What follows belongs to an exercise in optimizing a design on an open flow for small area and a short achievable clock period; a production flow would make more cautious choices.
Where RTL was checked, it was by simulation tests only, not by an equivalence proof against the original.
Power is estimated from default activity; no workload was simulated.

## fpu_mul
module fpu_mul( input         CLK,
                input         RESET,
                input         EN,
                input  [31:0] A,
                input  [31:0] B,
                output [31:0] Z );
For scale: about 2200 cells after synthesis, roughly 180 flip-flops, roughly 99 I/O pins, about 0.020 mm^2 of cells after synthesis.
==> flow/config.mk <==
export PLATFORM = sky130hd
export DESIGN_NAME = fpu_mul
export DESIGN_NICKNAME = fpu_mul
export VERILOG_FILES = /design/flow/design.v
export SDC_FILE = /design/flow/constraint.sdc
export NUM_CORES = 4
export LEC_CHECK = 0
export ABC_AREA = 1
export CAP_MARGIN = 20
export CORE_MARGIN = 2
export CORE_UTILIZATION = 40
export SETUP_SLACK_MARGIN = 5
export SLEW_MARGIN = 20
export SYNTH_HIERARCHICAL = 1
export TNS_END_PERCENT = 10
==> flow/constraint.sdc <==
create_clock -name core_clock -period 10.0 [get_ports {CLK}]
set_input_delay 2.0000 -clock core_clock [delete_from_list [all_inputs] [get_ports {CLK}]]
set_output_delay 2.0000 -clock core_clock [all_outputs]
set_load 0.01 [all_outputs]
standard.sh (not shown) runs the stock make flow with config.mk's settings and CLKGATE_MAP_FILE= SYNTH_SCRIPT=/design/flow/synth_recipe.tcl, a recipe that flattens the netlist after the stock synthesis.
==> flow/flow/run.sh <==
#!/bin/bash
# Layout flow: the standard flow (standard.sh, the ORFS make targets) with
#  - the port buffers that ORFS inserts on every input and output made with
#    sky130_fd_sc_hd__buf_1 (BUFFER_PORTS_ARGS) instead of the default choice.
# Synthesis, floorplan, placement, CTS and routing are otherwise unchanged.
# Each ORFS step writes its full log under orfs/logs/; make's own output goes
# to standard.log here.
set -euo pipefail
MARGIN=$(cat flow/margin.txt 2>/dev/null || echo 6)
BUF=$(cat flow/portbuf.txt 2>/dev/null || echo sky130_fd_sc_hd__buf_1)
sed -E "s/SETUP_SLACK_MARGIN=[0-9.+-]+/SETUP_SLACK_MARGIN=${MARGIN} 'BUFFER_PORTS_ARGS=-buffer_cell ${BUF}'/" standard.sh > standard_margin.sh
grep -q "SETUP_SLACK_MARGIN=${MARGIN} " standard_margin.sh
bash standard_margin.sh > standard.log 2>&1
==> flow/flow/margin.txt <==
6.2
Next try:
--- a/flow/design.v
+++ b/flow/design.v
@@ -981,67 +981,67 @@
 fa u_fa258 (.a(fc177), .b(fs216), .ci(fc215), .s(fs258), .co(fc258));
 fa u_fa259 (.a(fs179), .b(fs217), .ci(fc216), .s(fs259), .co(fc259));
 fa u_fa260 (.a(fc179), .b(fs218), .ci(fc217), .s(fs260), .co(fc260));
 fa u_fa261 (.a(t11[23]), .b(fs219), .ci(fc218), .s(fs261), .co(fc261));
 fa u_fa262 (.a(hs29), .b(t11[24]), .ci(fc219), .s(fs262), .co(fc262));
 assign hs32 = ~hc29;
 assign hc32 = hc29;
 wire [47:0] rowA = {fc262, fc261, fc260, fc259, fc258, fc257, fc256, fc255, fc254, fc253, fc252, fc251, fc250, fc249, fc248, fc247, fc246, fc245, fc244, fc243, fc242, fc241, fc240, fc239, fc238, fc237, fc236, fc235, fc234, fc233, fc232, fc231, fc230, fc229, fc228, fc227, fc226, fc225, fc224, fc223, fc222, fc221, fc220, hc31, hc30, hs30, t0[1], neg[0]};
 wire [47:0] rowB = {hs32, fs262, fs261, fs260, fs259, fs258, fs257, fs256, fs255, fs254, fs253, fs252, fs251, fs250, fs249, fs248, fs247, fs246, fs245, fs244, fs243, fs242, fs241, fs240, fs239, fs238, fs237, fs236, fs235, fs234, fs233, fs232, fs231, fs230, fs229, fs228, fs227, fs226, fs225, fs224, fs223, fs222, fs221, fs220, hs31, t1[0], 1'b0, t0[0]};
 wire [16:0] lowsum = {1'b0, rowA[15:0]} + {1'b0, rowB[15:0]};
+wire [9:0] e1 = {1'b0, esum_r} - 10'd127;
 wire [22:0] za, zb;
 assign za[0] = 1'b1;
 assign zb[0] = 1'b1;
 generate for (gj = 1; gj < 23; gj = gj + 1) begin : tza
   assign za[gj] = za[gj-1] & ~ma[gj-1];
 end endgenerate
 generate for (gj = 0; gj < 11; gj = gj + 1) begin : tzb
   assign zb[2*gj+1] = zb[2*gj] & ~one[gj];
   assign zb[2*gj+2] = zb[2*gj] & ~one[gj] & ~two[gj];
 end endgenerate
 wire [22:0] zpair;
 generate for (gj = 0; gj < 23; gj = gj + 1) begin : zp
   assign zpair[gj] = za[gj] & zb[22-gj];
 end endgenerate
 wire sticky1 = ~(|zpair);
 reg        zero2, sign2, cl2, st2;
-reg  [8:0] es2;    
+reg  [9:0] e2;
 reg [47:16] hA, hB;
 always_ff @(posedge CLK) begin
   if (RESET) begin
     zero2 <= 1'b1; sign2 <= 1'b0;
   end else begin
     zero2 <= zero_r; sign2 <= sign_r;
   end
-  es2 <= esum_r; cl2 <= lowsum[16]; st2 <= sticky1;
+  e2 <= e1; cl2 <= lowsum[16]; st2 <= sticky1;
   hA <= rowA[47:16]; hB <= rowB[47:16];
 end
 wire c22;    
 carry_pfx u_c22 (.a(hA[21:16]), .b(hB[21:16]), .ci(cl2), .co(c22));
 wire x22 = hA[22], y22 = hB[22];
 wire p22 = x22 ^ y22 ^ c22;
 wire c23 = (x22 & y22) | (c22 & (x22 ^ y22));
 wire [24:0] X = hA[47:23], Y = hB[47:23];
 wire [24:0] S = X ^ Y;
 wire [24:0] C = {X[23:0] & Y[23:0], 1'b0};
 wire p23 = S[0] ^ c23;
 wire up = p22 & (p23 | st2);
 wire m = (S[0] & c23) | (up & (S[0] ^ c23));
 wire [23:0] T0, T1;    
 add_cmp24 u_cmp (.a(S[24:1]), .b(C[24:1]), .s0(T0), .s1(T1));
 wire r0 = p23 ^ up;
 wire [22:0] F0 = T0[23] ? T0[22:0] : {T0[21:0], r0};
 wire [22:0] F1 = T1[23] ? T1[22:0] : {T1[21:0], r0};
 wire [22:0] f = m ? F1 : F0;
 wire r24 = m ? T1[23] : T0[23];
-wire [9:0] e2 = {1'b0, es2} - 10'd127;
-wire [9:0] e2p = {1'b0, es2} - 10'd126;
+wire [9:0] e2p = e2 + 10'd1;
 wire zero_a = e2[9] | zero2,  inf_a = (e2[9:8] == 2'b01);
 wire zero_b = e2p[9] | zero2, inf_b = (e2p[9:8] == 2'b01);
 wire ret_zero = r24 ? zero_b : zero_a;
 wire ret_inf  = r24 ? inf_b : inf_a;
 wire [7:0] en = r24 ? e2p[7:0] : e2[7:0];
 reg        zs_r;        
 reg        kz_r;        
 reg        fi_r;        
 reg        km_r;        
 reg  [7:0] ze_r;
The new run finished clean.
Hold slack improved by 89 ps.
Clock power increases by 3.1%.
Routed wire length decreases by 2.4%.
Setup slack degrades by 3.8 ps.
Area after synthesis went up by 0.74%.
Via count decreases by 0.79%.
Core utilization decreases by 0.13 points.
Non-clock buffer count decreases by 23.
Combinational power stays flat.
No functional check of the RTL was part of the second run of this note.

========
Another version of the RTL of fpu_mul (not shown whole).
Size: roughly 2300 cells after synthesis, about 180 flip-flops, ~99 I/O pins, about 20000 sq um of cells after synthesis.
export LEC_CHECK = 0
export ABC_AREA = 1
export CAP_MARGIN = 20
export CORE_MARGIN = 2
export CORE_UTILIZATION = 55
export SETUP_SLACK_MARGIN = 5
export SLEW_MARGIN = 20
export SYNTH_HIERARCHICAL = 1
export TNS_END_PERCENT = 10
create_clock -name core_clock -period 10.0 [get_ports {CLK}]
==> flow/flow/margin.txt <==
6.3
Scripts as last shown in full above: flow/flow/run.sh
Rerun with:
--- a/flow/design.v
+++ b/flow/design.v
@@ -1012,25 +1012,29 @@
   end else begin
     zero2 <= zero_r; sign2 <= sign_r;
   end
   es2 <= esum_r; cl2 <= lowsum[16]; st2 <= sticky1;
   hA <= rowA[47:16]; hB <= rowB[47:16];
 end
 wire c22;    
 carry_pfx u_c22 (.a(hA[21:16]), .b(hB[21:16]), .ci(cl2), .co(c22));
 wire x22 = hA[22], y22 = hB[22];
+wire p22 = x22 ^ y22 ^ c22;
+wire c23 = (x22 & y22) | (c22 & (x22 ^ y22));
 wire [24:0] X = hA[47:23], Y = hB[47:23];
 wire [24:0] S = X ^ Y;
 wire [24:0] C = {X[23:0] & Y[23:0], 1'b0};
-wire m, r0;    
-round_sel u_rnd (.x22(x22), .y22(y22), .s0(S[0]), .st(st2), .c22(c22), .m(m), .r0(r0));
+wire p23 = S[0] ^ c23;
+wire up = p22 & (p23 | st2);
+wire m = (S[0] & c23) | (up & (S[0] ^ c23));
 wire [23:0] T0, T1;    
 add_cmp24 u_cmp (.a(S[24:1]), .b(C[24:1]), .s0(T0), .s1(T1));
+wire r0 = p23 ^ up;
 wire [22:0] F0 = T0[23] ? T0[22:0] : {T0[21:0], r0};
 wire [22:0] F1 = T1[23] ? T1[22:0] : {T1[21:0], r0};
 wire [22:0] f = m ? F1 : F0;
 wire r24 = m ? T1[23] : T0[23];
 wire [9:0] e2 = {1'b0, es2} - 10'd127;
 wire [9:0] e2p = {1'b0, es2} - 10'd126;
 wire zero_a = e2[9] | zero2,  inf_a = (e2[9:8] == 2'b01);
 wire zero_b = e2p[9] | zero2, inf_b = (e2p[9:8] == 2'b01);
 wire ret_zero = r24 ? zero_b : zero_a;
@@ -1306,34 +1310,17 @@
 assign P5[23] = P4[23] & P4[15];
 assign s0 = p ^ {G5[22:0], 1'b0};
 assign s1 = p ^ {G5[22:0] | P5[22:0], 1'b1};
 endmodule
 module carry_pfx
                  ( input  [5:0] a,
                    input  [5:0] b,
                    input          ci,
                    output         co );
-wire [5:0] g = a & b;
-wire [5:0] p = a | b;
-wire Gl1_0 = g[1] | (p[1] & g[0]);
-wire Pl1_0 = p[1] & p[0];
-wire Gl1_1 = g[3] | (p[3] & g[2]);
-wire Pl1_1 = p[3] & p[2];
-wire Gl1_2 = g[5] | (p[5] & g[4]);
-wire Pl1_2 = p[5] & p[4];
-wire Gl2_0 = Gl1_1 | (Pl1_1 & Gl1_0);
-wire Pl2_0 = Pl1_1 & Pl1_0;
-wire Gl3_0 = Gl1_2 | (Pl1_2 & Gl2_0);
-wire Pl3_0 = Pl1_2 & Pl2_0;
-assign co = Gl3_0 | (Pl3_0 & ci);
-endmodule
-module round_sel( input  x22, y22, s0, st, c22,
-                  output m, r0 );
-wire p22_0 = x22 ^ y22,        p22_1 = ~(x22 ^ y22);
-wire c23_0 = x22 & y22,        c23_1 = x22 | y22;
-wire p23_0 = s0 ^ c23_0,       p23_1 = s0 ^ c23_1;
-wire up_0  = p22_0 & (p23_0 | st), up_1 = p22_1 & (p23_1 | st);
-wire m_0 = (s0 & c23_0) | (up_0 & (s0 ^ c23_0));
-wire m_1 = (s0 & c23_1) | (up_1 & (s0 ^ c23_1));
-assign m  = c22 ? m_1 : m_0;
-assign r0 = c22 ? (p23_1 ^ up_1) : (p23_0 ^ up_0);
+wire [6:0] c;
+assign c[0] = ci;
+genvar i;
+generate for (i = 0; i < 6; i = i + 1) begin : cc
+  assign c[i+1] = (a[i] & b[i]) | ((a[i] | b[i]) & c[i]);
+end endgenerate
+assign co = c[6];
 endmodule
What happened: The new run finished clean; critical path depth grows by 3; final area shrinks by about 0.3%; total power shrinks by about 0.4%; synthesized area is lower by 0.60%; worst setup slack gets better by 0.080 ns; via count falls by about 1%; clock power decreases by about 5%; worst hold slack stays flat; clock-buffer cell count came out higher by 1; register-to-register slack gains 0.08 ns; sequential share of layout area stays flat; core utilization hardly moves; non-clock buffer count goes up by 12; global-route usage is higher by 1.0 points.
Only the layout flow was run in the first run of this note; the RTL was not checked for function there.

========
fpu_mul, a different RTL version from the one above (not shown whole).
Size in the first run: ~2,200 cells after synthesis, about 190 flip-flops, ~99 I/O pins.
## fpu_mul
module fpu_mul( input         CLK,
                input         RESET,
                input         EN,
                input  [31:0] A,
                input  [31:0] B,
                output [31:0] Z );
wire zero_in = (A[30:0] == 31'd0) | (B[30:0] == 31'd0);
wire [8:0] esum_in = {1'b0, A[30:23]} + {1'b0, B[30:23]};
wire [24:0] yb = {1'b1, B[22:0], 1'b0};    
wire [11:0] one_in, two_in, neg_in;
genvar gj;
generate for (gj = 0; gj < 12; gj = gj + 1) begin : benc
  wire y2 = yb[2*gj+2], y1 = yb[2*gj+1], y0 = yb[2*gj];
  assign one_in[gj] = y1 ^ y0;
  assign two_in[gj] = (y2 & ~y1 & ~y0) | (~y2 & y1 & y0);
  assign neg_in[gj] = y2;
end endgenerate
reg        zero_r, sign_r;
reg  [8:0] esum_r;
reg [22:0] ma;
reg [11:0] one, two, neg;
always_ff @(posedge CLK)
  if (RESET) begin
    zero_r <= 1'b1; sign_r <= 1'b0;
  end else if (EN) begin
    zero_r <= zero_in; sign_r <= A[31] ^ B[31];
  end
always_ff @(posedge CLK) begin
  if (EN) esum_r <= esum_in;
  if (RESET) begin
    ma <= 23'd0; one <= 12'd0; two <= 12'd0; neg <= 12'd0;
  end else if (EN) begin
    ma <= A[22:0]; one <= one_in; two <= two_in; neg <= neg_in;
  end
end
wire [24:0] t0;
wire [24:0] t1;
wire [24:0] t2;
wire [24:0] t3;
wire [24:0] t4;
wire [24:0] t5;
wire [24:0] t6;
wire [24:0] t7;
wire [24:0] t8;
wire [24:0] t9;
wire [24:0] t10;
wire [24:0] t11;
wire hs0, hc0;
wire hs1, hc1;
wire fs0, fc0;
wire hs2, hc2;
wire fs1, fc1;
wire hs3, hc3;
wire fs2, fc2;
wire fs3, fc3;
wire hs4, hc4;
wire fs4, fc4;
wire fs5, fc5;
  ...
clock: 10.0 ns
lec_check: 0
abc_area: 1
cap_margin: 20
core_margin: 2
core_utilization: 55
setup_slack_margin: 5
slew_margin: 20
synth_hierarchical: 1
tns_end_percent: 10
Scripts as last shown in full above: flow/flow/run.sh, flow/flow/margin.txt
Change:
--- a/flow/design.v
+++ b/flow/design.v
@@ -984,13 +984,14 @@
 fa u_fa261 (.a(t11[23]), .b(fs219), .ci(fc218), .s(fs261), .co(fc261));
 fa u_fa262 (.a(hs29), .b(t11[24]), .ci(fc219), .s(fs262), .co(fc262));
 assign hs32 = ~hc29;
 assign hc32 = hc29;
 wire [47:0] rowA = {fc262, fc261, fc260, fc259, fc258, fc257, fc256, fc255, fc254, fc253, fc252, fc251, fc250, fc249, fc248, fc247, fc246, fc245, fc244, fc243, fc242, fc241, fc240, fc239, fc238, fc237, fc236, fc235, fc234, fc233, fc232, fc231, fc230, fc229, fc228, fc227, fc226, fc225, fc224, fc223, fc222, fc221, fc220, hc31, hc30, hs30, t0[1], neg[0]};
 wire [47:0] rowB = {hs32, fs262, fs261, fs260, fs259, fs258, fs257, fs256, fs255, fs254, fs253, fs252, fs251, fs250, fs249, fs248, fs247, fs246, fs245, fs244, fs243, fs242, fs241, fs240, fs239, fs238, fs237, fs236, fs235, fs234, fs233, fs232, fs231, fs230, fs229, fs228, fs227, fs226, fs225, fs224, fs223, fs222, fs221, fs220, hs31, t1[0], 1'b0, t0[0]};
-wire [14:0] lowsum = {1'b0, rowA[13:0]} + {1'b0, rowB[13:0]};
+wire [16:0] lowsum = {1'b0, rowA[15:0]} + {1'b0, rowB[15:0]};
+wire [9:0] e1 = {1'b0, esum_r} - 10'd127;
 wire [22:0] za, zb;
 assign za[0] = 1'b1;
 assign zb[0] = 1'b1;
 generate for (gj = 1; gj < 23; gj = gj + 1) begin : tza
   assign za[gj] = za[gj-1] & ~ma[gj-1];
 end endgenerate
@@ -1001,25 +1002,25 @@
 wire [22:0] zpair;
 generate for (gj = 0; gj < 23; gj = gj + 1) begin : zp
   assign zpair[gj] = za[gj] & zb[22-gj];
 end endgenerate
 wire sticky1 = ~(|zpair);
 reg        zero2, sign2, cl2, st2;
-reg  [8:0] es2;    
-reg [47:14] hA, hB;
+reg  [9:0] e2;
+reg [47:16] hA, hB;
 always_ff @(posedge CLK) begin
   if (RESET) begin
     zero2 <= 1'b1; sign2 <= 1'b0;
   end else begin
     zero2 <= zero_r; sign2 <= sign_r;
   end
-  es2 <= esum_r; cl2 <= lowsum[14]; st2 <= sticky1;
-  hA <= rowA[47:14]; hB <= rowB[47:14];
+  e2 <= e1; cl2 <= lowsum[16]; st2 <= sticky1;
+  hA <= rowA[47:16]; hB <= rowB[47:16];
 end
 wire c22;    
-carry_pfx u_c22 (.a(hA[21:14]), .b(hB[21:14]), .ci(cl2), .co(c22));
+carry_pfx u_c22 (.a(hA[21:16]), .b(hB[21:16]), .ci(cl2), .co(c22));
 wire x22 = hA[22], y22 = hB[22];
 wire p22 = x22 ^ y22 ^ c22;
 wire c23 = (x22 & y22) | (c22 & (x22 ^ y22));
 wire [24:0] X = hA[47:23], Y = hB[47:23];
 wire [24:0] S = X ^ Y;
 wire [24:0] C = {X[23:0] & Y[23:0], 1'b0};
@@ -1030,14 +1031,13 @@
 add_cmp24 u_cmp (.a(S[24:1]), .b(C[24:1]), .s0(T0), .s1(T1));
 wire r0 = p23 ^ up;
 wire [22:0] F0 = T0[23] ? T0[22:0] : {T0[21:0], r0};
 wire [22:0] F1 = T1[23] ? T1[22:0] : {T1[21:0], r0};
 wire [22:0] f = m ? F1 : F0;
 wire r24 = m ? T1[23] : T0[23];
-wire [9:0] e2 = {1'b0, es2} - 10'd127;
-wire [9:0] e2p = {1'b0, es2} - 10'd126;
+wire [9:0] e2p = e2 + 10'd1;
 wire zero_a = e2[9] | zero2,  inf_a = (e2[9:8] == 2'b01);
 wire zero_b = e2p[9] | zero2, inf_b = (e2p[9:8] == 2'b01);
 wire ret_zero = r24 ? zero_b : zero_a;
 wire ret_inf  = r24 ? inf_b : inf_a;
 wire [7:0] en = r24 ? e2p[7:0] : e2[7:0];
 reg        zs_r;        
@@ -1309,18 +1309,18 @@
 assign G5[23] = G4[23] | (P4[23] & G4[15]);
 assign P5[23] = P4[23] & P4[15];
 assign s0 = p ^ {G5[22:0], 1'b0};
 assign s1 = p ^ {G5[22:0] | P5[22:0], 1'b1};
 endmodule
 module carry_pfx
-                 ( input  [7:0] a,
-                   input  [7:0] b,
+                 ( input  [5:0] a,
+                   input  [5:0] b,
                    input          ci,
                    output         co );
-wire [8:0] c;
+wire [6:0] c;
 assign c[0] = ci;
 genvar i;
-generate for (i = 0; i < 8; i = i + 1) begin : cc
+generate for (i = 0; i < 6; i = i + 1) begin : cc
   assign c[i+1] = (a[i] & b[i]) | ((a[i] | b[i]) & c[i]);
 end endgenerate
-assign co = c[8];
+assign co = c[6];
 endmodule
=>
- via count went up slightly
- power went up slightly
- combinational power went up slightly
- routed wire length went up slightly
- setup slack gets better by 0.025 ns
- cell area went up slightly
- count of clock-buffer cells in the layout went up by 1
- cell count went up slightly
- die area went up slightly
- global-route usage went down by 0.53 points
- utilization went up by 0.71 points
No functional check of the RTL was part of any run of this note.

-- static timing again, ports no longer ideal --
The flow's constraints put no driver on any port. The routed layouts listed below were extracted and timed again, unchanged, in two steps. Step 1 (the two cells are an assumption about what drives the block):
set clk [get_ports {CLK}]
set_driving_cell -lib_cell sky130_fd_sc_hd__clkbuf_16 $clk
set_driving_cell -lib_cell sky130_fd_sc_hd__buf_2 [delete_from_list [all_inputs] $clk]
Step 2 adds t to the input delays and takes it off the output delays; t is the mean of the earliest and latest rising clock arrival at the registers after step 1. Input paths then give back, and output paths get back, about the clock's delay inside the block. Three values: ideal ports, drivers, drivers and shift; two values: the first two.
| run | t (ns) | setup WS [ns] | worst hold slack (ns) |
|---|---|---|---|
| the first run of note 1 | 0.552 | 6.189 / 6.189 / 6.026 | 0.338 / 0.338 / 0.338 |
| the second run of note 1 | 0.541 | 6.185 / 6.185 / 6.162 | 0.427 / 0.427 / 0.427 |
| the first run of note 2 | 0.511 | 6.172 / 6.172 / 5.820 | 0.343 / 0.343 / 0.343 |
| the second run of note 2 | 0.512 | 6.251 / 6.251 / 6.251 | 0.340 / 0.340 / 0.340 |
| the first run of note 3 | 0.521 | 6.230 / 6.230 / 6.214 | 0.344 / 0.344 / 0.344 |
| the second run of note 3 | 0.516 | 6.256 / 6.227 / 6.083 | 0.434 / 0.434 / 0.434 |
After both steps setup and hold are still met in every run listed. The setup slack of the first run of note 2, which loses most, moves by 0.000 ns with the drivers and by -0.352 ns with both steps.
